This design comes from an exercise in tuning for small area, a short achievable clock period and few clock cycles per item on the open sky130 flow, not from production work.
The RTL was checked by simulation tests, not by an equivalence proof against the original design.

==> flow/design.v <==
module net_4_8_12_16_16_1_10(clk, reset, input_valid, input_ready, input_data, output_valid, output_ready, output_data);
	input clk, reset, input_valid, output_ready;
	input signed [15 : 0] input_data;
	output signed [15 : 0] output_data;
	output output_valid, input_ready;
	logic [3:0] pos;           
	logic [15:0] pos1h;        
	logic [2:0] vf;            
	logic [2:0] cnt;           
	logic lch;                 
	logic in_rdy;
	logic sv;                  
	logic fv;                  
	logic go;                  
	logic starve;              
	logic in_xfer, launch, wrap, idle, new_valid;
	logic [3:0] pos_n;
	logic [2:0] vf_n;
	assign in_xfer = input_valid & in_rdy;
	assign idle = ~vf[0] & ~vf[1] & ~(vf[2] & (pos <= 4'd8));
	assign wrap = go & (pos == 4'd15);
	assign launch = go & ~lch & (cnt != 3'd0) & (wrap | idle);
	assign new_valid = go & ((pos >= 4'd9) ? vf[1] : vf[2]);
	always_comb begin
		pos_n = pos;
		vf_n = vf;
		if (launch) begin
			pos_n = 4'd0;
			vf_n = {vf[1:0], 1'b1};
		end else if (wrap) begin
			pos_n = 4'd0;
			vf_n = {vf[1:0], 1'b0};
		end else if (go) begin
			pos_n = pos + 4'd1;
		end
	end
	function automatic logic [5:0] nxt(input logic xf, input logic [2:0] cnt, input logic lch,
		input logic launch, input logic busy, input logic [3:0] pos_n);
		logic [2:0] c;
		logic l, r, st;
		c = cnt + {2'b0, xf};
		l = lch | launch;
		if (l && c == 3'd4) begin
			c = 3'd0;
			l = 1'b0;
		end
		r = (c != 3'd4) & (l | ~busy | (pos_n >= 4'd11));
		st = l & ((pos_n == 4'd0 && c < 3'd2) || (pos_n == 4'd1 && c < 3'd3) ||
		          (pos_n == 4'd2 && c < 3'd4));
		nxt = {c, l, r, st};
	endfunction
	logic [5:0] nx0, nx1, nx;
	assign nx0 = nxt(1'b0, cnt, lch, launch, vf_n[0], pos_n);
	assign nx1 = nxt(1'b1, cnt, lch, launch, vf_n[0], pos_n);
	assign nx = in_xfer ? nx1 : nx0;
	always_ff @(posedge clk) begin
		if (reset) begin
			pos <= 4'd0;
			pos1h <= 16'd1;
			vf <= 3'd0;
			cnt <= 3'd0;
			lch <= 1'b0;
			in_rdy <= 1'b1;
			starve <= 1'b0;
		end else begin
			pos <= pos_n;
			pos1h <= 16'd1 << pos_n;
			vf <= vf_n;
			{cnt, lch, in_rdy, starve} <= nx;
		end
	end
	assign go = ~sv & ~starve;
	function automatic logic [16:0] prodq(input logic [5:0] k, input logic [14:0] x);
		logic s, a4, a8, b1, b2, bn;
		logic [17:0] pa, pb, m;
		logic [15:0] q;
		{s, a4, a8, b1, b2, bn} = k;
		pa = ({18{a4}} & {1'b0, x, 2'b0}) | ({18{a8}} & {x, 3'b0});
		pb = ({18{b1}} & {3'b0, x}) | ({18{b2}} & {2'b0, x, 1'b0}) | ({18{bn}} & ~{3'b0, x});
		m = pa + pb + {17'b0, bn};
		prodq = {s, m[17:15] != 3'b000, m[14:0]};
	endfunction
	function automatic logic [16:0] prodq1(input logic [9:0] k, input logic [15:0] xs);
		logic s, sx, a4, a8, b1, b2, bn;
		logic [14:0] x;
		logic [3:0] wa;
		logic [18:0] pa, pb, m;
		logic [15:0] q;
		{s, a4, a8, b1, b2, bn, wa} = k;
		{sx, x} = xs;
		pa = ({19{a4}} & {2'b0, x, 2'b0}) | ({19{a8}} & {1'b0, x, 3'b0});
		pb = ({19{b1}} & {4'b0, x}) | ({19{b2}} & {3'b0, x, 1'b0}) | ({19{bn}} & ~{4'b0, x});
		m = pa + pb + {18'b0, bn} + {15'b0, wa & {4{sx}}};
		prodq1 = {s ^ sx, m[18:15] != 4'b0000, m[14:0]};
	endfunction
	function automatic logic [16:0] ext(input logic [16:0] p);
		ext = {p[16], p[15] ? 16'h7fff : ({1'b0, p[14:0]} ^ {16{p[16]}})};
	endfunction
	function automatic logic signed [15:0] sat17(input logic [16:0] s);
		if (s[16] == s[15]) sat17 = s[15:0];
		else sat17 = s[16] ? 16'sh8000 : 16'sh7fff;
	endfunction
	function automatic logic [14:0] relu17(input logic [16:0] s);
		if (s[16]) relu17 = 15'd0;
		else if (s[15]) relu17 = 15'h7fff;
		else relu17 = s[14:0];
	endfunction
	logic [15:0] x1_0;    
	logic [16:0] p1_0;
	logic [9:0] k1_0, k1_0_r;
	logic [15:0] x1_1;    
	logic [16:0] p1_1;
	logic [9:0] k1_1, k1_1_r;
	logic [15:0] x1_2;    
	logic [16:0] p1_2;
	logic [9:0] k1_2, k1_2_r;
	logic [15:0] x1_3;    
	logic [16:0] p1_3;
	logic [9:0] k1_3, k1_3_r;
	logic signed [15:0] a1_1;
	logic signed [15:0] a1_2;
	logic [14:0] y1;
	logic [14:0] x2_0, x2_0_n;
	logic [16:0] p2_0;
	logic [5:0] k2_0, k2_0_r;
	logic [14:0] x2_1, x2_1_n;
	logic [16:0] p2_1;
	logic [5:0] k2_1, k2_1_r;
	logic [14:0] x2_2, x2_2_n;
	logic [16:0] p2_2;
	logic [5:0] k2_2, k2_2_r;
	logic [14:0] x2_3, x2_3_n;
	logic [16:0] p2_3;
	logic [5:0] k2_3, k2_3_r;
	logic [14:0] x2_4, x2_4_n;
	logic [16:0] p2_4;
	logic [5:0] k2_4, k2_4_r;
	logic [14:0] x2_5, x2_5_n;
	logic [16:0] p2_5;
	logic [5:0] k2_5, k2_5_r;
	logic [14:0] x2_6, x2_6_n;
	logic [16:0] p2_6;
	logic [5:0] k2_6, k2_6_r;
	logic [14:0] x2_7, x2_7_n;
	logic [16:0] p2_7;
	logic [5:0] k2_7, k2_7_r;
	logic signed [15:0] a2_1;
	logic signed [15:0] a2_2;
	logic signed [15:0] a2_3;
	logic signed [15:0] a2_4;
	logic signed [15:0] a2_5;
	logic signed [15:0] a2_6;
	logic [14:0] y2;
	logic [14:0] x3_0, x3_0_n;
	logic [16:0] p3_0;
	logic [5:0] k3_0, k3_0_r;
	logic [14:0] x3_1, x3_1_n;
	logic [16:0] p3_1;
	logic [5:0] k3_1, k3_1_r;
	logic [14:0] x3_2, x3_2_n;
	logic [16:0] p3_2;
	logic [5:0] k3_2, k3_2_r;
	logic [14:0] x3_3, x3_3_n;
	logic [16:0] p3_3;
	logic [5:0] k3_3, k3_3_r;
	logic [14:0] x3_4, x3_4_n;
	logic [16:0] p3_4;
	logic [5:0] k3_4, k3_4_r;
	logic [14:0] x3_5, x3_5_n;
	logic [16:0] p3_5;
	logic [5:0] k3_5, k3_5_r;
	logic [14:0] x3_6, x3_6_n;
	logic [16:0] p3_6;
	logic [5:0] k3_6, k3_6_r;
	logic [14:0] x3_7, x3_7_n;
	logic [16:0] p3_7;
	logic [5:0] k3_7, k3_7_r;
	logic [14:0] x3_8, x3_8_n;
	logic [16:0] p3_8;
	logic [5:0] k3_8, k3_8_r;
	logic [14:0] x3_9, x3_9_n;
	logic [16:0] p3_9;
	logic [5:0] k3_9, k3_9_r;
	logic [14:0] x3_10, x3_10_n;
	logic [16:0] p3_10;
	logic [5:0] k3_10, k3_10_r;
	logic [14:0] x3_11, x3_11_n;
	logic [16:0] p3_11;
	logic [5:0] k3_11, k3_11_r;
	logic signed [16:0] a3_0;
	logic signed [15:0] a3_1;
	logic signed [15:0] a3_2;
	logic signed [15:0] a3_3;
	logic signed [15:0] a3_4;
	logic signed [15:0] a3_5;
	logic signed [15:0] a3_6;
	logic signed [15:0] a3_7;
	logic signed [15:0] a3_8;
	logic signed [15:0] a3_9;
	logic signed [15:0] a3_10;
	logic [14:0] y3;
	always_ff @(posedge clk) begin
		if (in_xfer && cnt == 3'd0) x1_0 <= {input_data[15], input_data[14:0] ^ {15{input_data[15]}}};
		if (in_xfer && cnt == 3'd1) x1_1 <= {input_data[15], input_data[14:0] ^ {15{input_data[15]}}};
		if (in_xfer && cnt == 3'd2) x1_2 <= {input_data[15], input_data[14:0] ^ {15{input_data[15]}}};
		if (in_xfer && cnt == 3'd3) x1_3 <= {input_data[15], input_data[14:0] ^ {15{input_data[15]}}};
	end
	assign x2_0_n = pos1h[4] ? y1 : x2_0;
	assign x2_1_n = pos1h[5] ? y1 : x2_1;
	assign x2_2_n = pos1h[6] ? y1 : x2_2;
	assign x2_3_n = pos1h[7] ? y1 : x2_3;
	assign x2_4_n = pos1h[8] ? y1 : x2_4;
	assign x2_5_n = pos1h[9] ? y1 : x2_5;
	assign x2_6_n = pos1h[10] ? y1 : x2_6;
	assign x2_7_n = pos1h[11] ? y1 : x2_7;
	always_ff @(posedge clk) begin
		x2_0 <= x2_0_n;
		x2_1 <= x2_1_n;
		x2_2 <= x2_2_n;
		x2_3 <= x2_3_n;
		x2_4 <= x2_4_n;
		x2_5 <= x2_5_n;
		x2_6 <= x2_6_n;
		x2_7 <= x2_7_n;
	end
	assign x3_0_n = pos1h[13] ? y2 : x3_0;
	assign x3_1_n = pos1h[14] ? y2 : x3_1;
	assign x3_2_n = pos1h[15] ? y2 : x3_2;
	assign x3_3_n = pos1h[0] ? y2 : x3_3;
	assign x3_4_n = pos1h[1] ? y2 : x3_4;
	assign x3_5_n = pos1h[2] ? y2 : x3_5;
	assign x3_6_n = pos1h[3] ? y2 : x3_6;
	assign x3_7_n = pos1h[4] ? y2 : x3_7;
	assign x3_8_n = pos1h[5] ? y2 : x3_8;
	assign x3_9_n = pos1h[6] ? y2 : x3_9;
	assign x3_10_n = pos1h[7] ? y2 : x3_10;
	assign x3_11_n = pos1h[8] ? y2 : x3_11;
	always_ff @(posedge clk) begin
		x3_0 <= x3_0_n;
		x3_1 <= x3_1_n;
		x3_2 <= x3_2_n;
		x3_3 <= x3_3_n;
		x3_4 <= x3_4_n;
		x3_5 <= x3_5_n;
		x3_6 <= x3_6_n;
		x3_7 <= x3_7_n;
		x3_8 <= x3_8_n;
		x3_9 <= x3_9_n;
		x3_10 <= x3_10_n;
		x3_11 <= x3_11_n;
	end
	localparam logic [15:0] R_k1_0_r_0 = 16'b1000000001010111;
	localparam logic [15:0] R_k1_0_r_1 = 16'b1000000001111000;
	localparam logic [15:0] R_k1_0_r_2 = 16'b0000000000000000;
	localparam logic [15:0] R_k1_0_r_3 = 16'b0000000001110111;
	localparam logic [15:0] R_k1_0_r_4 = 16'b1000000000000000;
	localparam logic [15:0] R_k1_0_r_5 = 16'b0000000000001000;
	localparam logic [15:0] R_k1_0_r_6 = 16'b0000000000000000;
	localparam logic [15:0] R_k1_0_r_7 = 16'b1000000001110000;
	localparam logic [15:0] R_k1_0_r_8 = 16'b1000000000001000;
	localparam logic [15:0] R_k1_0_r_9 = 16'b0000000001111111;
	assign k1_0_r = {R_k1_0_r_0[pos], R_k1_0_r_1[pos], R_k1_0_r_2[pos], R_k1_0_r_3[pos], R_k1_0_r_4[pos], R_k1_0_r_5[pos], R_k1_0_r_6[pos], R_k1_0_r_7[pos], R_k1_0_r_8[pos], R_k1_0_r_9[pos]};
	always_ff @(posedge clk) if (go) k1_0 <= launch ? 10'b1100100110 : k1_0_r;
	localparam logic [15:0] R_k1_1_r_0 = 16'b1000000001110000;
	localparam logic [15:0] R_k1_1_r_1 = 16'b1000000001011101;
	localparam logic [15:0] R_k1_1_r_2 = 16'b0000000000000000;
	localparam logic [15:0] R_k1_1_r_3 = 16'b0000000000100000;
	localparam logic [15:0] R_k1_1_r_4 = 16'b0000000000001000;
	localparam logic [15:0] R_k1_1_r_5 = 16'b1000000000000101;
	localparam logic [15:0] R_k1_1_r_6 = 16'b0000000000000000;
	localparam logic [15:0] R_k1_1_r_7 = 16'b0000000001011000;
	localparam logic [15:0] R_k1_1_r_8 = 16'b1000000000001101;
	localparam logic [15:0] R_k1_1_r_9 = 16'b1000000000100101;
	assign k1_1_r = {R_k1_1_r_0[pos], R_k1_1_r_1[pos], R_k1_1_r_2[pos], R_k1_1_r_3[pos], R_k1_1_r_4[pos], R_k1_1_r_5[pos], R_k1_1_r_6[pos], R_k1_1_r_7[pos], R_k1_1_r_8[pos], R_k1_1_r_9[pos]};
	always_ff @(posedge clk) if (go) k1_1 <= launch ? 10'b1100010011 : k1_1_r;
	localparam logic [15:0] R_k1_2_r_0 = 16'b0000000000010000;
	localparam logic [15:0] R_k1_2_r_1 = 16'b0000000010101011;
	localparam logic [15:0] R_k1_2_r_2 = 16'b0000000001000000;
	localparam logic [15:0] R_k1_2_r_3 = 16'b0000000000010100;
	localparam logic [15:0] R_k1_2_r_4 = 16'b0000000010000001;
	localparam logic [15:0] R_k1_2_r_5 = 16'b0000000001101000;
	localparam logic [15:0] R_k1_2_r_6 = 16'b0000000000000000;
	localparam logic [15:0] R_k1_2_r_7 = 16'b0000000011000011;
	localparam logic [15:0] R_k1_2_r_8 = 16'b0000000011101001;
	localparam logic [15:0] R_k1_2_r_9 = 16'b0000000001111100;
	assign k1_2_r = {R_k1_2_r_0[pos], R_k1_2_r_1[pos], R_k1_2_r_2[pos], R_k1_2_r_3[pos], R_k1_2_r_4[pos], R_k1_2_r_5[pos], R_k1_2_r_6[pos], R_k1_2_r_7[pos], R_k1_2_r_8[pos], R_k1_2_r_9[pos]};
	always_ff @(posedge clk) if (go) k1_2 <= launch ? 10'b0000000000 : k1_2_r;
	localparam logic [15:0] R_k1_3_r_0 = 16'b0000000110111100;
	localparam logic [15:0] R_k1_3_r_1 = 16'b0000000001000100;
	localparam logic [15:0] R_k1_3_r_2 = 16'b0000000010111000;
	localparam logic [15:0] R_k1_3_r_3 = 16'b0000000001000000;
	localparam logic [15:0] R_k1_3_r_4 = 16'b0000000100000010;
	localparam logic [15:0] R_k1_3_r_5 = 16'b0000000010011100;
	localparam logic [15:0] R_k1_3_r_6 = 16'b0000000000100000;
	localparam logic [15:0] R_k1_3_r_7 = 16'b0000000011011000;
	localparam logic [15:0] R_k1_3_r_8 = 16'b0000000110011110;
	localparam logic [15:0] R_k1_3_r_9 = 16'b0000000011011100;
	assign k1_3_r = {R_k1_3_r_0[pos], R_k1_3_r_1[pos], R_k1_3_r_2[pos], R_k1_3_r_3[pos], R_k1_3_r_4[pos], R_k1_3_r_5[pos], R_k1_3_r_6[pos], R_k1_3_r_7[pos], R_k1_3_r_8[pos], R_k1_3_r_9[pos]};
	always_ff @(posedge clk) if (go) k1_3 <= launch ? 10'b0000000000 : k1_3_r;
	always_ff @(posedge clk) if (go) begin
		p1_0 <= prodq1(k1_0, x1_0);
		p1_1 <= prodq1(k1_1, x1_1);
		p1_2 <= prodq1(k1_2, x1_2);
		p1_3 <= prodq1(k1_3, x1_3);
	end
	localparam logic [15:0] R_k2_0_r_0 = 16'b0100010100100000;
	localparam logic [15:0] R_k2_0_r_1 = 16'b0000011000100000;
	localparam logic [15:0] R_k2_0_r_2 = 16'b0001100100000000;
	localparam logic [15:0] R_k2_0_r_3 = 16'b0000000011010000;
	localparam logic [15:0] R_k2_0_r_4 = 16'b0110010000000000;
	localparam logic [15:0] R_k2_0_r_5 = 16'b0001101100100000;
	assign k2_0_r = {R_k2_0_r_0[pos], R_k2_0_r_1[pos], R_k2_0_r_2[pos], R_k2_0_r_3[pos], R_k2_0_r_4[pos], R_k2_0_r_5[pos]};
	always_ff @(posedge clk) if (go) k2_0 <= launch ? 6'b000000 : k2_0_r;
	localparam logic [15:0] R_k2_1_r_0 = 16'b1010010101000000;
	localparam logic [15:0] R_k2_1_r_1 = 16'b0010010101010000;
	localparam logic [15:0] R_k2_1_r_2 = 16'b1000000000100000;
	localparam logic [15:0] R_k2_1_r_3 = 16'b0110001110000000;
	localparam logic [15:0] R_k2_1_r_4 = 16'b0001010000000000;
	localparam logic [15:0] R_k2_1_r_5 = 16'b1000000000100000;
	assign k2_1_r = {R_k2_1_r_0[pos], R_k2_1_r_1[pos], R_k2_1_r_2[pos], R_k2_1_r_3[pos], R_k2_1_r_4[pos], R_k2_1_r_5[pos]};
	always_ff @(posedge clk) if (go) k2_1 <= launch ? 6'b101001 : k2_1_r;
	localparam logic [15:0] R_k2_2_r_0 = 16'b0000011111100000;
	localparam logic [15:0] R_k2_2_r_1 = 16'b0000100000000000;
	localparam logic [15:0] R_k2_2_r_2 = 16'b1000010001100000;
	localparam logic [15:0] R_k2_2_r_3 = 16'b0001001100000000;
	localparam logic [15:0] R_k2_2_r_4 = 16'b0000000010000001;
	localparam logic [15:0] R_k2_2_r_5 = 16'b1000100000000000;
	assign k2_2_r = {R_k2_2_r_0[pos], R_k2_2_r_1[pos], R_k2_2_r_2[pos], R_k2_2_r_3[pos], R_k2_2_r_4[pos], R_k2_2_r_5[pos]};
	always_ff @(posedge clk) if (go) k2_2 <= launch ? 6'b001001 : k2_2_r;
	localparam logic [15:0] R_k2_3_r_0 = 16'b0000100001000010;
	localparam logic [15:0] R_k2_3_r_1 = 16'b0111001110000010;
	localparam logic [15:0] R_k2_3_r_2 = 16'b1000000001000000;
	localparam logic [15:0] R_k2_3_r_3 = 16'b0000010100000000;
	localparam logic [15:0] R_k2_3_r_4 = 16'b0100100000000001;
	localparam logic [15:0] R_k2_3_r_5 = 16'b1001000000000010;
	assign k2_3_r = {R_k2_3_r_0[pos], R_k2_3_r_1[pos], R_k2_3_r_2[pos], R_k2_3_r_3[pos], R_k2_3_r_4[pos], R_k2_3_r_5[pos]};
	always_ff @(posedge clk) if (go) k2_3 <= launch ? 6'b001001 : k2_3_r;
	localparam logic [15:0] R_k2_4_r_0 = 16'b1011000000000001;
	localparam logic [15:0] R_k2_4_r_1 = 16'b0111010000000100;
	localparam logic [15:0] R_k2_4_r_2 = 16'b0000100000000011;
	localparam logic [15:0] R_k2_4_r_3 = 16'b0100010000000100;
	localparam logic [15:0] R_k2_4_r_4 = 16'b1000000100000000;
	localparam logic [15:0] R_k2_4_r_5 = 16'b0001100000000011;
	assign k2_4_r = {R_k2_4_r_0[pos], R_k2_4_r_1[pos], R_k2_4_r_2[pos], R_k2_4_r_3[pos], R_k2_4_r_4[pos], R_k2_4_r_5[pos]};
	always_ff @(posedge clk) if (go) k2_4 <= launch ? 6'b100010 : k2_4_r;
	localparam logic [15:0] R_k2_5_r_0 = 16'b0100110000000111;
	localparam logic [15:0] R_k2_5_r_1 = 16'b1111101100001010;
	localparam logic [15:0] R_k2_5_r_2 = 16'b0000010000000101;
	localparam logic [15:0] R_k2_5_r_3 = 16'b0000000000001000;
	localparam logic [15:0] R_k2_5_r_4 = 16'b0010000000000000;
	localparam logic [15:0] R_k2_5_r_5 = 16'b0100111000000001;
	assign k2_5_r = {R_k2_5_r_0[pos], R_k2_5_r_1[pos], R_k2_5_r_2[pos], R_k2_5_r_3[pos], R_k2_5_r_4[pos], R_k2_5_r_5[pos]};
	always_ff @(posedge clk) if (go) k2_5 <= launch ? 6'b010000 : k2_5_r;
	localparam logic [15:0] R_k2_6_r_0 = 16'b1001001000011011;
	localparam logic [15:0] R_k2_6_r_1 = 16'b0101011000010111;
	localparam logic [15:0] R_k2_6_r_2 = 16'b1000000000000000;
	localparam logic [15:0] R_k2_6_r_3 = 16'b0010010000011011;
	localparam logic [15:0] R_k2_6_r_4 = 16'b0001100000000100;
	localparam logic [15:0] R_k2_6_r_5 = 16'b1000001000000000;
	assign k2_6_r = {R_k2_6_r_0[pos], R_k2_6_r_1[pos], R_k2_6_r_2[pos], R_k2_6_r_3[pos], R_k2_6_r_4[pos], R_k2_6_r_5[pos]};
	always_ff @(posedge clk) if (go) k2_6 <= launch ? 6'b101001 : k2_6_r;
	localparam logic [15:0] R_k2_7_r_0 = 16'b0111100000001100;
	localparam logic [15:0] R_k2_7_r_1 = 16'b1100000000111111;
	localparam logic [15:0] R_k2_7_r_2 = 16'b0000010000000000;
	localparam logic [15:0] R_k2_7_r_3 = 16'b0000000000000001;
	localparam logic [15:0] R_k2_7_r_4 = 16'b1011100000010110;
	localparam logic [15:0] R_k2_7_r_5 = 16'b0000010000000000;
	assign k2_7_r = {R_k2_7_r_0[pos], R_k2_7_r_1[pos], R_k2_7_r_2[pos], R_k2_7_r_3[pos], R_k2_7_r_4[pos], R_k2_7_r_5[pos]};
	always_ff @(posedge clk) if (go) k2_7 <= launch ? 6'b010010 : k2_7_r;
	always_ff @(posedge clk) if (go) begin
		p2_0 <= prodq(k2_0, x2_0_n);
		p2_1 <= prodq(k2_1, x2_1_n);
		p2_2 <= prodq(k2_2, x2_2_n);
		p2_3 <= prodq(k2_3, x2_3_n);
		p2_4 <= prodq(k2_4, x2_4_n);
		p2_5 <= prodq(k2_5, x2_5_n);
		p2_6 <= prodq(k2_6, x2_6_n);
		p2_7 <= prodq(k2_7, x2_7_n);
	end
	localparam logic [15:0] R_k3_0_r_0 = 16'b1101001101111111;
	localparam logic [15:0] R_k3_0_r_1 = 16'b0110011101010000;
	localparam logic [15:0] R_k3_0_r_2 = 16'b0000000010001110;
	localparam logic [15:0] R_k3_0_r_3 = 16'b0001000000000000;
	localparam logic [15:0] R_k3_0_r_4 = 16'b1000001100100001;
	localparam logic [15:0] R_k3_0_r_5 = 16'b0100000010010110;
	assign k3_0_r = {R_k3_0_r_0[pos], R_k3_0_r_1[pos], R_k3_0_r_2[pos], R_k3_0_r_3[pos], R_k3_0_r_4[pos], R_k3_0_r_5[pos]};
	always_ff @(posedge clk) if (go) k3_0 <= launch ? 6'b100010 : k3_0_r;
	localparam logic [15:0] R_k3_1_r_0 = 16'b1101010000110100;
	localparam logic [15:0] R_k3_1_r_1 = 16'b1111010011110010;
	localparam logic [15:0] R_k3_1_r_2 = 16'b0000000100000000;
	localparam logic [15:0] R_k3_1_r_3 = 16'b0000001000010100;
	localparam logic [15:0] R_k3_1_r_4 = 16'b0000110010000000;
	localparam logic [15:0] R_k3_1_r_5 = 16'b1010000100000000;
	assign k3_1_r = {R_k3_1_r_0[pos], R_k3_1_r_1[pos], R_k3_1_r_2[pos], R_k3_1_r_3[pos], R_k3_1_r_4[pos], R_k3_1_r_5[pos]};
	always_ff @(posedge clk) if (go) k3_1 <= launch ? 6'b110001 : k3_1_r;
	localparam logic [15:0] R_k3_2_r_0 = 16'b1010101100010011;
	localparam logic [15:0] R_k3_2_r_1 = 16'b0010111011000111;
	localparam logic [15:0] R_k3_2_r_2 = 16'b0001000000000000;
	localparam logic [15:0] R_k3_2_r_3 = 16'b0000001100011000;
	localparam logic [15:0] R_k3_2_r_4 = 16'b1100000001000001;
	localparam logic [15:0] R_k3_2_r_5 = 16'b0011110010000110;
	assign k3_2_r = {R_k3_2_r_0[pos], R_k3_2_r_1[pos], R_k3_2_r_2[pos], R_k3_2_r_3[pos], R_k3_2_r_4[pos], R_k3_2_r_5[pos]};
	always_ff @(posedge clk) if (go) k3_2 <= launch ? 6'b100010 : k3_2_r;
	localparam logic [15:0] R_k3_3_r_0 = 16'b0101010000110111;
	localparam logic [15:0] R_k3_3_r_1 = 16'b1100011001011011;
	localparam logic [15:0] R_k3_3_r_2 = 16'b0001000010100000;
	localparam logic [15:0] R_k3_3_r_3 = 16'b0010000000010100;
	localparam logic [15:0] R_k3_3_r_4 = 16'b1000100000000011;
	localparam logic [15:0] R_k3_3_r_5 = 16'b0100000010101000;
	assign k3_3_r = {R_k3_3_r_0[pos], R_k3_3_r_1[pos], R_k3_3_r_2[pos], R_k3_3_r_3[pos], R_k3_3_r_4[pos], R_k3_3_r_5[pos]};
	always_ff @(posedge clk) if (go) k3_3 <= launch ? 6'b010010 : k3_3_r;
	localparam logic [15:0] R_k3_4_r_0 = 16'b0110011000111100;
	localparam logic [15:0] R_k3_4_r_1 = 16'b1011000010000111;
	localparam logic [15:0] R_k3_4_r_2 = 16'b0000110000111000;
	localparam logic [15:0] R_k3_4_r_3 = 16'b1001001000000100;
	localparam logic [15:0] R_k3_4_r_4 = 16'b0100000110000010;
	localparam logic [15:0] R_k3_4_r_5 = 16'b0010110000000000;
	assign k3_4_r = {R_k3_4_r_0[pos], R_k3_4_r_1[pos], R_k3_4_r_2[pos], R_k3_4_r_3[pos], R_k3_4_r_4[pos], R_k3_4_r_5[pos]};
	always_ff @(posedge clk) if (go) k3_4 <= launch ? 6'b010100 : k3_4_r;
	localparam logic [15:0] R_k3_5_r_0 = 16'b0001010111101101;
	localparam logic [15:0] R_k3_5_r_1 = 16'b1000011000010111;
	localparam logic [15:0] R_k3_5_r_2 = 16'b0011000101000000;
	localparam logic [15:0] R_k3_5_r_3 = 16'b1000000000000011;
	localparam logic [15:0] R_k3_5_r_4 = 16'b0100100010101000;
	localparam logic [15:0] R_k3_5_r_5 = 16'b0010010101010100;
	assign k3_5_r = {R_k3_5_r_0[pos], R_k3_5_r_1[pos], R_k3_5_r_2[pos], R_k3_5_r_3[pos], R_k3_5_r_4[pos], R_k3_5_r_5[pos]};
	always_ff @(posedge clk) if (go) k3_5 <= launch ? 6'b010100 : k3_5_r;
	localparam logic [15:0] R_k3_6_r_0 = 16'b0111000010000110;
	localparam logic [15:0] R_k3_6_r_1 = 16'b0001100000011011;
	localparam logic [15:0] R_k3_6_r_2 = 16'b0110000110000100;
	localparam logic [15:0] R_k3_6_r_3 = 16'b0000010001001011;
	localparam logic [15:0] R_k3_6_r_4 = 16'b0000001000110000;
	localparam logic [15:0] R_k3_6_r_5 = 16'b0110100110000000;
	assign k3_6_r = {R_k3_6_r_0[pos], R_k3_6_r_1[pos], R_k3_6_r_2[pos], R_k3_6_r_3[pos], R_k3_6_r_4[pos], R_k3_6_r_5[pos]};
	always_ff @(posedge clk) if (go) k3_6 <= launch ? 6'b000000 : k3_6_r;
	localparam logic [15:0] R_k3_7_r_0 = 16'b1111010110001001;
	localparam logic [15:0] R_k3_7_r_1 = 16'b0000101001010001;
	localparam logic [15:0] R_k3_7_r_2 = 16'b1000010000000100;
	localparam logic [15:0] R_k3_7_r_3 = 16'b0001000000011000;
	localparam logic [15:0] R_k3_7_r_4 = 16'b0110001110100000;
	localparam logic [15:0] R_k3_7_r_5 = 16'b1000100000000101;
	assign k3_7_r = {R_k3_7_r_0[pos], R_k3_7_r_1[pos], R_k3_7_r_2[pos], R_k3_7_r_3[pos], R_k3_7_r_4[pos], R_k3_7_r_5[pos]};
	always_ff @(posedge clk) if (go) k3_7 <= launch ? 6'b101001 : k3_7_r;
	localparam logic [15:0] R_k3_8_r_0 = 16'b0001010011111100;
	localparam logic [15:0] R_k3_8_r_1 = 16'b1101010100100001;
	localparam logic [15:0] R_k3_8_r_2 = 16'b0000000011010000;
	localparam logic [15:0] R_k3_8_r_3 = 16'b1000000000000111;
	localparam logic [15:0] R_k3_8_r_4 = 16'b0100011000001000;
	localparam logic [15:0] R_k3_8_r_5 = 16'b0000000101110000;
	assign k3_8_r = {R_k3_8_r_0[pos], R_k3_8_r_1[pos], R_k3_8_r_2[pos], R_k3_8_r_3[pos], R_k3_8_r_4[pos], R_k3_8_r_5[pos]};
	always_ff @(posedge clk) if (go) k3_8 <= launch ? 6'b010100 : k3_8_r;
	localparam logic [15:0] R_k3_9_r_0 = 16'b1111010101000000;
	localparam logic [15:0] R_k3_9_r_1 = 16'b1101001001000101;
	localparam logic [15:0] R_k3_9_r_2 = 16'b0010000100000000;
	localparam logic [15:0] R_k3_9_r_3 = 16'b1101000010001000;
	localparam logic [15:0] R_k3_9_r_4 = 16'b0000110000000000;
	localparam logic [15:0] R_k3_9_r_5 = 16'b0000001000000000;
	assign k3_9_r = {R_k3_9_r_0[pos], R_k3_9_r_1[pos], R_k3_9_r_2[pos], R_k3_9_r_3[pos], R_k3_9_r_4[pos], R_k3_9_r_5[pos]};
	always_ff @(posedge clk) if (go) k3_9 <= launch ? 6'b110100 : k3_9_r;
	localparam logic [15:0] R_k3_10_r_0 = 16'b1010000001110001;
	localparam logic [15:0] R_k3_10_r_1 = 16'b1110100010010111;
	localparam logic [15:0] R_k3_10_r_2 = 16'b0000001000100000;
	localparam logic [15:0] R_k3_10_r_3 = 16'b1110000000011000;
	localparam logic [15:0] R_k3_10_r_4 = 16'b0001100001000110;
	localparam logic [15:0] R_k3_10_r_5 = 16'b0000001010000001;
	assign k3_10_r = {R_k3_10_r_0[pos], R_k3_10_r_1[pos], R_k3_10_r_2[pos], R_k3_10_r_3[pos], R_k3_10_r_4[pos], R_k3_10_r_5[pos]};
	always_ff @(posedge clk) if (go) k3_10 <= launch ? 6'b110100 : k3_10_r;
	localparam logic [15:0] R_k3_11_r_0 = 16'b0010000010100101;
	localparam logic [15:0] R_k3_11_r_1 = 16'b1010111111101100;
	localparam logic [15:0] R_k3_11_r_2 = 16'b0000000000000000;
	localparam logic [15:0] R_k3_11_r_3 = 16'b1000000100010001;
	localparam logic [15:0] R_k3_11_r_4 = 16'b0011111010001000;
	localparam logic [15:0] R_k3_11_r_5 = 16'b0000000001000000;
	assign k3_11_r = {R_k3_11_r_0[pos], R_k3_11_r_1[pos], R_k3_11_r_2[pos], R_k3_11_r_3[pos], R_k3_11_r_4[pos], R_k3_11_r_5[pos]};
	always_ff @(posedge clk) if (go) k3_11 <= launch ? 6'b010100 : k3_11_r;
	always_ff @(posedge clk) if (go) begin
		p3_0 <= prodq(k3_0, x3_0_n);
		p3_1 <= prodq(k3_1, x3_1_n);
		p3_2 <= prodq(k3_2, x3_2_n);
		p3_3 <= prodq(k3_3, x3_3_n);
		p3_4 <= prodq(k3_4, x3_4_n);
		p3_5 <= prodq(k3_5, x3_5_n);
		p3_6 <= prodq(k3_6, x3_6_n);
		p3_7 <= prodq(k3_7, x3_7_n);
		p3_8 <= prodq(k3_8, x3_8_n);
		p3_9 <= prodq(k3_9, x3_9_n);
		p3_10 <= prodq(k3_10, x3_10_n);
		p3_11 <= prodq(k3_11, x3_11_n);
	end
	always_ff @(posedge clk) begin
		if (go) begin
			a1_1 <= sat17(ext(p1_0) + ext(p1_1) + {16'b0, p1_0[16]} + {16'b0, p1_1[16]});
			a1_2 <= sat17({a1_1[15], a1_1} + ext(p1_2) + {16'b0, p1_2[16]});
			y1 <= relu17({a1_2[15], a1_2} + ext(p1_3) + {16'b0, p1_3[16]});
		end
	end
	always_ff @(posedge clk) begin
		if (go) begin
			a2_1 <= sat17(ext(p2_0) + ext(p2_1) + {16'b0, p2_0[16]} + {16'b0, p2_1[16]});
			a2_2 <= sat17({a2_1[15], a2_1} + ext(p2_2) + {16'b0, p2_2[16]});
			a2_3 <= sat17({a2_2[15], a2_2} + ext(p2_3) + {16'b0, p2_3[16]});
			a2_4 <= sat17({a2_3[15], a2_3} + ext(p2_4) + {16'b0, p2_4[16]});
			a2_5 <= sat17({a2_4[15], a2_4} + ext(p2_5) + {16'b0, p2_5[16]});
			a2_6 <= sat17({a2_5[15], a2_5} + ext(p2_6) + {16'b0, p2_6[16]});
			y2 <= relu17({a2_6[15], a2_6} + ext(p2_7) + {16'b0, p2_7[16]});
		end
	end
	always_ff @(posedge clk) begin
		if (go) begin
			a3_0 <= p3_0;   
			a3_1 <= sat17(ext(a3_0) + {16'b0, a3_0[16]} + ext(p3_1) + {16'b0, p3_1[16]});
			a3_2 <= sat17({a3_1[15], a3_1} + ext(p3_2) + {16'b0, p3_2[16]});
			a3_3 <= sat17({a3_2[15], a3_2} + ext(p3_3) + {16'b0, p3_3[16]});
			a3_4 <= sat17({a3_3[15], a3_3} + ext(p3_4) + {16'b0, p3_4[16]});
			a3_5 <= sat17({a3_4[15], a3_4} + ext(p3_5) + {16'b0, p3_5[16]});
			a3_6 <= sat17({a3_5[15], a3_5} + ext(p3_6) + {16'b0, p3_6[16]});
			a3_7 <= sat17({a3_6[15], a3_6} + ext(p3_7) + {16'b0, p3_7[16]});
			a3_8 <= sat17({a3_7[15], a3_7} + ext(p3_8) + {16'b0, p3_8[16]});
			a3_9 <= sat17({a3_8[15], a3_8} + ext(p3_9) + {16'b0, p3_9[16]});
			a3_10 <= sat17({a3_9[15], a3_9} + ext(p3_10) + {16'b0, p3_10[16]});
		end
	end
	logic [14:0] y3_new;
	assign y3_new = relu17({a3_10[15], a3_10} + ext(p3_11) + {16'b0, p3_11[16]});
	logic [14:0] s;
	logic y3_free;
	assign y3_free = ~fv | output_ready;
	always_ff @(posedge clk) begin
		if (y3_free) y3 <= sv ? s : y3_new;
		if (!y3_free && go) s <= y3_new;
	end
	always_ff @(posedge clk) begin
		if (reset) begin
			fv <= 1'b0;
			sv <= 1'b0;
		end else begin
			fv <= (output_ready | ~fv) ? (sv | new_valid) : 1'b1;
			sv <= (output_ready | ~fv) ? 1'b0 : (go ? new_valid : sv);
		end
	end
	assign output_valid = fv;
	assign output_data = {1'b0, y3};
	assign input_ready = in_rdy;
endmodule
==> flow/flow/run.sh <==
#!/bin/bash
set -euo pipefail
export BUFFER_PORTS_ARGS="-buffer_cell sky130_fd_sc_hd__buf_4"
export SETUP_SLACK_MARGIN=8.6
bash standard.sh > standard.log 2>&1
==> flow/standard.sh <==
#!/bin/bash
# synth_recipe.tcl (not shown) runs the flow's synth.tcl, then flattens the netlist and writes it again
# the make line also repeats each setting of config.mk as NAME=value (left out here)
make -C /OpenROAD-flow-scripts/flow DESIGN_CONFIG=/design/flow/config.mk WORK_HOME=/design/flow/orfs CLKGATE_MAP_FILE= SYNTH_SCRIPT=/design/flow/synth_recipe.tcl "${@:-finish}"
==> flow/config.mk <==
export PLATFORM = sky130hd
export DESIGN_NAME = net_4_8_12_16_16_1_10
export DESIGN_NICKNAME = net_4_8_12_16_16_1_10
export VERILOG_FILES = /design/flow/design.v
export SDC_FILE = /design/flow/constraint.sdc
export NUM_CORES = 4
export LEC_CHECK = 0
export ABC_AREA = 1
export CAP_MARGIN = 50
export CORE_MARGIN = 2
export CORE_UTILIZATION = 60
export SLEW_MARGIN = 70
==> flow/constraint.sdc <==
create_clock -name core_clock -period 12.0 [get_ports {clk}]
set_input_delay 2.4000 -clock core_clock [delete_from_list [all_inputs] [get_ports {clk}]]
set_output_delay 2.4000 -clock core_clock [all_outputs]
set_load 0.01 [all_outputs]
==> run_results.csv <==
group,metric,value,unit
logic_synthesis,synthFlopType,"edfxtp_1",
routing,num_vias,86400,
worst_setup_path,crit_type,"register to output pin",
routing,ant_nets,0,
floorplan,die_w,406,um
worst_setup_path,arrival,1.51,ns
logic_synthesis,yosysSeqAreaShare,37.2,%
grt,grt_use_total,32.7,%
floorplan,rows,147,
routing,avgRoutedWirePerCell,19.0,um
grt,grt_max_degree,65,
worst_setup_path,cp_top_family,"flip-flops",
logic_synthesis,synth_compound_area_share,19.0,%
logic_synthesis,ys_ff_latch,1309,
sta,holdWs,0.418,ns
logic_synthesis,muxShareOfSynthArea,0,%
logic_synthesis,synth_nets,13100,
clock_tree,cts_tree,"built",
sta,rsz0062_at_grt,"true",
clock_tree,cts.sinks,1309,
worst_setup_path,cpPeakStageDelay,0.53,ns
floorplan,num_io_pins,38,
run,drv_cap,0,
place,io_buffers,36,
logic_synthesis,synth-xor-area-share,5.62,%
clock_tree,htreeDepth,4,
sta,maxSlewHeadroom,64.9,%
logic_synthesis,avgSynthCellArea,7.94,um2
place,gp_congestion,1.02,
routing,drc,0,
floorplan,die_y,406,um
layout,mostFrequentLayoutCells,"nand2_1 (2,939), inv_1 (1,233), a21oi_1 (999)",
place,hpwlAfterDp,208,mm
logic_synthesis,synth_top_family_by_area,"compound AO/OA/AOI/OAI gates",
logic_synthesis,syn-cell-area,0.0969,mm2
floorplan,dieArea,0.165,mm2
floorplan,initial_utilization,60.4,%
sta,setup_tns,0,ns
sta,final_max_slew_viol_count,0,
sta,finalCriticalPeriod,3.91,ns
sta,finalSetupViolations,0,
layout,fillers,13600,
layout,syn_to_final_growth,11.2,%
clock_tree,clk_pin_slew,0.07,ns
clock_tree,clockBufferDepth,3,
worst_setup_path,critPathMaxFanout,1,
routing,via_per_inst,5.92,
layout,fin_nets,13300,
layout,drive_above_1_share,8.97,%
sta,period_share,32.6,%
outcome,status,"no timing/DRC/antenna violations",
worst_setup_path,cp-end-kind,"output pin",
logic_synthesis,synthArstFlopShare,0,%
logic_synthesis,ys_warn_count,1,
logic_synthesis,yosys.area_share.simple,18.8,%
logic_synthesis,synth_edf_count,979,
clock_tree,cts_buffers,149,
sta,max_freq,0.256,GHz
routing,totalWireLength,278,mm
min_path,hp-class,"register to register",
floorplan,core-area,0.160,mm2
layout,final_common_cell,"nand2_1",
grt,grt_pass1_wl,429,mm
clock_tree,holdBufCountCts,0,
grt,grt_pass1_vias,78300,
clock_tree,root_buffer,"clkbuf_16",
routing,dr.pass1.iters,8,
logic_synthesis,ys_types,62,
worst_setup_path,critPathLaunchType,"register",
grt,antenna_found_initial,8,
worst_setup_path,worst_path_max_delay_cell,"edfxtp_1",
logic_synthesis,synthCells,12200,
clock_tree,clk_latency,0.79,ns
sta,hold_viol,0,
routing,drt_iter0_drc,9079,
worst_setup_path,cp_cell_sequence,"buf_6",
worst_setup_path,worstPathRequired,9.60,ns
grt,grt-ovfl-total,0,
sta,worst_slew_pin_slew,0.520,ns
logic_synthesis,synth_adder_area_share,12.3,%
worst_setup_path,path_buf_inv,1,
sta,clock_skew,0.0272,ns
area by class of cell:
class                           instances  area, um2  area share, %
Multi-Input combinational cell       9141      55400           51.4
Sequential cell                      1309      36100           33.5
Timing Repair Buffer                  340       3160           2.93
Timing Repair inverter                 17       87.6         0.0813
Tap cell                             2160       2700           2.51
Antenna cell                            2       5.00        0.00465
Clock inverter                         86        845          0.784
Inverter                             1350       5290           4.91
Clock buffer                          189       4160           3.87
kinds of logic after synthesis:
kind of cell | Yosys count
and+or+nand+nor | 4446
AOI/OAI and AO/OA | 3149
buffers and inverters | 1756
DFF | 1309
adders and majority gates | 922
xor gates and xnor gates | 621
other | 1
worst paths after layout:
path                         startpoint  slack (ns)                 end  cells past startpoint
hold / removal    k2_2[5]$_SDFFCE_PP0N_        0.42  p2_2[16]$_DFFE_PN_                      0
hold reg to reg   k2_2[5]$_SDFFCE_PP0N_        0.42  p2_2[16]$_DFFE_PN_                      0
setup reg to reg  k1_0[4]$_SDFFCE_PP0N_        8.69  p1_1[11]$_DFFE_PN_                     13
setup / recovery        y3[0]$_DFFE_PP_        8.09      output_data[0]                      1
metal layers:
layer | vias to the layer above | wire [um] | GRT usage (%)
li1 | 42600 | - | -
met1 | 40100 | 123000 | 46.6
met2 | 3235 | 122000 | 51.0
met3 | 510 | 23700 | 5.64
met4 | 4 | 9090 | 9.54
met5 | - | 23 | 0
Yosys cell counts, drive strengths merged (2+ instances only):
library cell | number | area (um2)
a211oi | 30 | 235
a21boi | 38 | 285
a21o | 84 | 631
a21oi | 1063 | 5390
a221oi | 18 | 158
a22oi | 4 | 30.0
a31oi | 48 | 300
a32oi | 2 | 17.5
a41oi | 2 | 17.5
buf | 109 | 661
clkbuf | 297 | 1110
clkinv | 7 | 26.3
dfxtp | 330 | 6610
edfxtp | 979 | 29400
fa | 56 | 1120
ha | 866 | 10800
inv | 1343 | 5040
nand2 | 3001 | 11400
nand3 | 474 | 2400
nand3b | 57 | 428
nand4 | 73 | 557
nor2 | 669 | 2540
nor3 | 147 | 761
nor3b | 9 | 67.6
nor4 | 13 | 81.3
o2111ai | 7 | 61.3
o211ai | 87 | 653
o21a | 13 | 97.6
o21ai | 1129 | 5900
o21bai | 66 | 499
o221ai | 236 | 2070
o22ai | 301 | 1880
o311a | 4 | 40.0
o31ai | 13 | 97.6
or2 | 2 | 12.5
xnor2 | 181 | 1590
xor2 | 440 | 3860
through the flow:
step / utilization [%] / setup slack (ns) / cell area (um2) / cells
CTS: 65.8 / 8.03 / 106000 / 14500
detailed placement: 62.3 / 8.08 / 100000 / 14200
global route: 67.2 / 8.05 / 108000 / 14600
global placement: 61.3 / 7.03 / 98400 / 14000
finish: 67.2 / 8.09 / 108000 / 14600
floorplan: - / 1.95 / 97000 / 12200
timing repair:
action	CTS	global route
buffers inserted	30	106
setup endpoints to repair	216	417
pin swaps	8	33
resized for setup	97	240
gates cloned	4	15
endpoints found under the hold margin	0	0
Testbench counts, summed over its fixed seeds: cycles 2,272, items 128.

[re-timing with driven ports]
Ports are ideal in the flow. The routed layout listed here was re-timed in OpenROAD. Step 1 assumes that a clkbuf_16 drives the clock port and a buf_2 every other input. Step 2 times the ports against the registers' clock, not the clock port: input delays grow and output delays shrink by t, the midpoint of the rising clock arrivals with the driver on. Three values: ideal, step 1, step 2; two values: the first two.
t (ns): 0.870
setup WS [ns]: 8.091 / 7.996 / 8.064
worst hold slack (ns): 0.418 / 0.418 / 0.418
pins driven straight from the clock port: 1
After both steps setup and hold are still met in this run. For this run, drivers alone change the setup slack by -0.095 ns; drivers and shift together by -0.027 ns.
